This is an optimization exercise on Yosys and OpenROAD, whose aim is small area, not a production implementation. Function was checked by simulation only, so behaviour that the tests miss may differ from the original. The clock port is modelled as an ideal driver; clocking choices that lean on that would not hold on a real chip. Power and IR drop assume default switching activity.

==> flow/design.v (excerpt) <==
module Pipelined_Processor(
    input CLK,
    input reset,
    output [7:0] imem_addr,
    input [15:0] imem_data,
    output [7:0] dmem_addr,
    output [7:0] dmem_wdata,
    output dmem_we,
    input [7:0] dmem_rdata,
    output [7:0] result
);
export LEC_CHECK = 0
export CAP_MARGIN = 20
export CORE_MARGIN = 2
export CORE_UTILIZATION = 50
export CTS_BUF_LIST = sky130_fd_sc_hd__clkbuf_8
export SLEW_MARGIN = 20
export SYNTH_HIERARCHICAL = 1
create_clock -name core_clock -period 13.5 [get_ports {CLK}]
standard.sh (not shown) runs the stock make flow with config.mk's settings and CLKGATE_MAP_FILE= SYNTH_SCRIPT=/design/flow/synth_recipe.tcl, a recipe that flattens the netlist after the stock synthesis.
==> flow/flow/run.sh <==
#!/bin/bash
set -euo pipefail
W=$PWD
F=$W/flow
sed "s#source \$::env(SCRIPTS_DIR)/synth.tcl#source $W/synth_abc.tcl#" synth_recipe.tcl > $W/synth_recipe_abc.tcl
sed "s#log_cmd abc {\*}\$abc_args#log_cmd abc {*}[lreplace \$abc_args 1 1 $F/abc.script]#" \
    $FLOW_HOME/scripts/synth.tcl > $W/synth_abc.tcl
grep -q "$W/synth_abc.tcl" $W/synth_recipe_abc.tcl
grep -q "$F/abc.script" $W/synth_abc.tcl
CTS="-sink_clustering_enable -repair_clock_nets -dont_use_dummy_load -buf_list sky130_fd_sc_hd__clkbuf_8"
export CTS_LEAF_SINKS=24
export CTS_LEAF_PY=$F/cts_leaf.py
cp $F/openroad_wrap.sh $W/openroad_wrap.sh
chmod +x $W/openroad_wrap.sh
bash standard.sh SYNTH_SCRIPT=$W/synth_recipe_abc.tcl \
    OPENROAD_EXE=$W/openroad_wrap.sh \
    "BUFFER_PORTS_ARGS=-buffer_cell sky130_fd_sc_hd__buf_1" \
    "CTS_ARGS=$CTS" POST_CTS_TCL=$F/cts_post.tcl finish > $W/make_finish.log 2>&1
==> flow/flow/abc.script <==
strash
dch
map -D 7000
topo
stime -c
==> flow/flow/cts_leaf.py <==
# Run ORFS's cts.tcl with a larger limit on sinks per clock-tree leaf.
import os
from openroad import Tech, Design
tech = Tech()
design = Design(tech)
parms = design.getTritonCts().getParms()
parms.setNumMaxLeafSinks(int(os.environ.get("CTS_LEAF_SINKS", "24")))
print("clock tree: at most %d sinks per leaf" % parms.getNumMaxLeafSinks())
design.evalTclString("source $::env(SCRIPTS_DIR)/cts.tcl")
==> flow/flow/cts_post.tcl <==
# After clock-tree synthesis: upsize any clock buffer whose flip-flop loads see
# a slow clock edge, then legalize the placement again.
estimate_parasitics -placement
set upsized 0
foreach inst [get_cells -quiet -filter "ref_name == sky130_fd_sc_hd__clkbuf_8"] {
    set out [get_pins -quiet [get_full_name $inst]/X]
    if { [llength $out] == 0 } { continue }
    set worst 0.0
    foreach pin [get_pins -quiet -of_objects [get_nets -of_objects $out] -filter "direction == input"] {
        set s [get_property $pin slew_max]
        if { $s > $worst } { set worst $s }
    }
    if { $worst > 0.105 } {
        puts "upsizing [get_full_name $inst]: clock slew [format %.3f $worst] ns"
        replace_cell $inst sky130_fd_sc_hd__clkbuf_16
        incr upsized
    }
}
if { $upsized > 0 } {
    detailed_placement
    check_placement -verbose
    estimate_parasitics -placement
}
==> flow/flow/openroad_wrap.sh <==
#!/bin/bash
# OpenROAD for the ORFS steps. The clock-tree step (cts.tcl) runs through
# OpenROAD's Python mode, which can raise TritonCTS's limit on sinks per
# H-tree leaf (fixed at 15 in the Tcl command) before sourcing ORFS's cts.tcl.
OR=/OpenROAD-flow-scripts/tools/install/OpenROAD/bin/openroad
for a in "$@"; do
    case "$a" in
        */scripts/cts.tcl)
            exec "$OR" -python -no_init -exit "$CTS_LEAF_PY" ;;
    esac
done
exec "$OR" "$@"
The first run went through all stages and came out clean.
Rerun with:
--- a/flow/flow/run.sh
+++ b/flow/flow/run.sh
@@ -1,0 +2,7 @@
+# Own layout flow: the standard ORFS flow (standard.sh) with three changes:
+#  - synthesis maps logic with flow/abc.script, an area-oriented ABC script,
+#    instead of ORFS's speed script (everything else in synthesis is unchanged);
+#  - the port buffers use the smallest buffer cell;
+#  - the clock tree is built without dummy loads.
+# Each make run's full output goes to a log file in this folder; ORFS's own
+# per-step logs are under orfs/logs.
@@ -11,4 +17,0 @@
-export CTS_LEAF_SINKS=24
-export CTS_LEAF_PY=$F/cts_leaf.py
-cp $F/openroad_wrap.sh $W/openroad_wrap.sh
-chmod +x $W/openroad_wrap.sh
@@ -16 +18,0 @@
-    OPENROAD_EXE=$W/openroad_wrap.sh \
@@ -18 +20 @@
-    "CTS_ARGS=$CTS" POST_CTS_TCL=$F/cts_post.tcl finish > $W/make_finish.log 2>&1
+    "CTS_ARGS=$CTS" finish > $W/make_finish.log 2>&1
==> flow/flow/abc.script (replaced) <==
strash
dch
amap
topo
stime -c
removed: flow/flow/cts_leaf.py
removed: flow/flow/cts_post.tcl
removed: flow/flow/openroad_wrap.sh
What happened: The new run passed the timing, design-rule and antenna checks. Final area grows by 1.4%. Clock-buffer cell count grows by 8. Wire length went down by 3.8%. Total power rises by about 14%. Global-route usage shrinks by 1.5 points. Die area drops by about 2.2%. Register-to-register slack is worse by 0.51 ns. First-iteration DRC count goes up by 17%.


Pipelined_Processor again, from the RTL that the note above started with.
export LEC_CHECK = 0
export CAP_MARGIN = 0
export CORE_MARGIN = 2
export CORE_UTILIZATION = 50
export CTS_BUF_LIST = sky130_fd_sc_hd__clkbuf_8
export SETUP_SLACK_MARGIN = -0.7
export SLEW_MARGIN = 0
export SYNTH_HIERARCHICAL = 1
create_clock -name core_clock -period 13.5 [get_ports {CLK}]
==> flow/flow/run.sh <==
#!/bin/bash
set -euo pipefail
W=$PWD
F=$W/flow
sed "s#source \$::env(SCRIPTS_DIR)/synth.tcl#source $W/synth_abc.tcl#" synth_recipe.tcl > $W/synth_recipe_abc.tcl
sed "s#log_cmd abc {\*}\$abc_args#log_cmd abc {*}[lreplace \$abc_args 1 1 $F/abc.script]#" \
    $FLOW_HOME/scripts/synth.tcl > $W/synth_abc.tcl
grep -q "$W/synth_abc.tcl" $W/synth_recipe_abc.tcl
grep -q "$F/abc.script" $W/synth_abc.tcl
CTS="-sink_clustering_enable -repair_clock_nets -dont_use_dummy_load -buf_list sky130_fd_sc_hd__clkbuf_8"
export CTS_LEAF_SINKS=24
export CTS_LEAF_PY=$F/cts_leaf.py
cp $F/openroad_wrap.sh $W/openroad_wrap.sh
chmod +x $W/openroad_wrap.sh
bash standard.sh SYNTH_SCRIPT=$W/synth_recipe_abc.tcl \
    OPENROAD_EXE=$W/openroad_wrap.sh \
    "BUFFER_PORTS_ARGS=-buffer_cell sky130_fd_sc_hd__buf_1" \
    "CTS_ARGS=$CTS" POST_CTS_TCL=$F/cts_post.tcl finish > $W/make_finish.log 2>&1
==> flow/flow/abc.script <==
strash
dch
map -D 7000
strash
dch -f
map -D 7000
topo
stime -c
Other scripts of this flow, unchanged in this note and not shown: flow/flow/cts_leaf.py, flow/flow/cts_post.tcl, flow/flow/openroad_wrap.sh
Edit:
==> flow/flow/abc.script (replaced) <==
strash
dch
map -D 7000
strash
dch
map -D 7000
topo
stime -c
Settings changed: CAP_MARGIN 0 to 20, SLEW_MARGIN 0 to 20.
- The new run finished clean
- cell count hardly moves
- sequential share of layout area goes up by 0.16 points
- total power goes down by 0.36%
- utilization goes down by 0.23 points
- final area goes down by 0.42%
- non-clock buffer count goes down by 12
- setup slack degrades by 0.16 ns
- area after synthesis goes up by 0.38%
- die area goes up by 0.36%
- clock skew goes up by 0.010 ns
- register-to-register slack degrades by 0.16 ns
Edit:
Settings changed: GPL_TIMING_DRIVEN from default to 0, SETUP_SLACK_MARGIN -0.7 to default.
The new run ran to the end with no violations. Design area came out higher slightly. Non-clock buffer count is lower by 8. Clock skew came out lower by 0.012 ns. Count of clock-buffer cells in the layout stays the same.
Edit:
Settings changed: GPL_TIMING_DRIVEN 0 to default, SETUP_SLACK_MARGIN from default to -0.4.
- die area is unchanged
- synthesized cell count is unchanged
- global-route usage shrinks by 0.51 points
- clock power stays flat
- combinational power grows by 4.1%
Edit:
Settings changed: SETUP_SLACK_MARGIN -0.4 to default.
After rerunning: The new run finished with timing, DRC and antenna clean. Cell area rises by 0.82%. Non-clock buffer count grows by 3. Routed wire length stays flat. Sequential share of layout area falls by 0.29 points. Global-route usage stays the same. Power increases by 0.93%. Setup slack improved by 0.37 ns. Core utilization grows by 0.46 points.
Edit:
Settings changed: CAP_MARGIN 20 to 0, SETUP_SLACK_MARGIN from default to -0.7, SLEW_MARGIN 20 to 0.
What happened: Worst setup slack gets worse by 0.51 ns; sequential power hardly moves; die area is unchanged; maximum frequency decreases by a few percent; routed wire length came out lower slightly; total power goes down slightly; final area went down slightly; sequential cell count is unchanged; via count shrinks slightly; worst hold slack hardly moves.

-- separate check: timing with driven ports --
In the flow no input, the clock included, has a driving cell. The finished layouts below were timed again as built, in two steps. Step 1, drivers: a clkbuf_16 drives CLK and a buf_2 each remaining input, both assumed. Step 2 also shifts input and output timing later by t, the mid clock arrival at the registers, as if the neighbouring blocks saw the same clock. Three values: no drivers, after step 1, after step 2; two values: the first two.
run	shift t [ns]	setup slack, ns	worst hold slack (ns)	worst register clock-pin slew, ns
the first run of note 1	0.381	1.125 / 1.125 / 1.125	0.411 / 0.411 / 0.411	0.10 / 0.10
the second run of note 1	0.473	0.617 / 0.617 / 0.617	0.392 / 0.392 / 0.392	0.08 / 0.08
the first run of note 2	0.420	0.747 / 0.747 / 0.747	0.407 / 0.407 / 0.407	0.11 / 0.11
the second run of note 2	0.415	0.589 / 0.589 / 0.589	0.417 / 0.417 / 0.417	0.12 / 0.12
the third run of note 2	0.408	1.138 / 1.138 / 1.138	0.408 / 0.408 / 0.408	0.11 / 0.11
the fourth run of note 2	0.416	0.735 / 0.735 / 0.735	0.412 / 0.412 / 0.412	0.12 / 0.12
the fifth run of note 2	0.414	1.100 / 1.100 / 1.100	0.412 / 0.412 / 0.412	0.11 / 0.11
the sixth run of note 2	0.415	0.589 / 0.589 / 0.589	0.414 / 0.414 / 0.414	0.12 / 0.12
After both steps setup and hold are still met in every run listed.
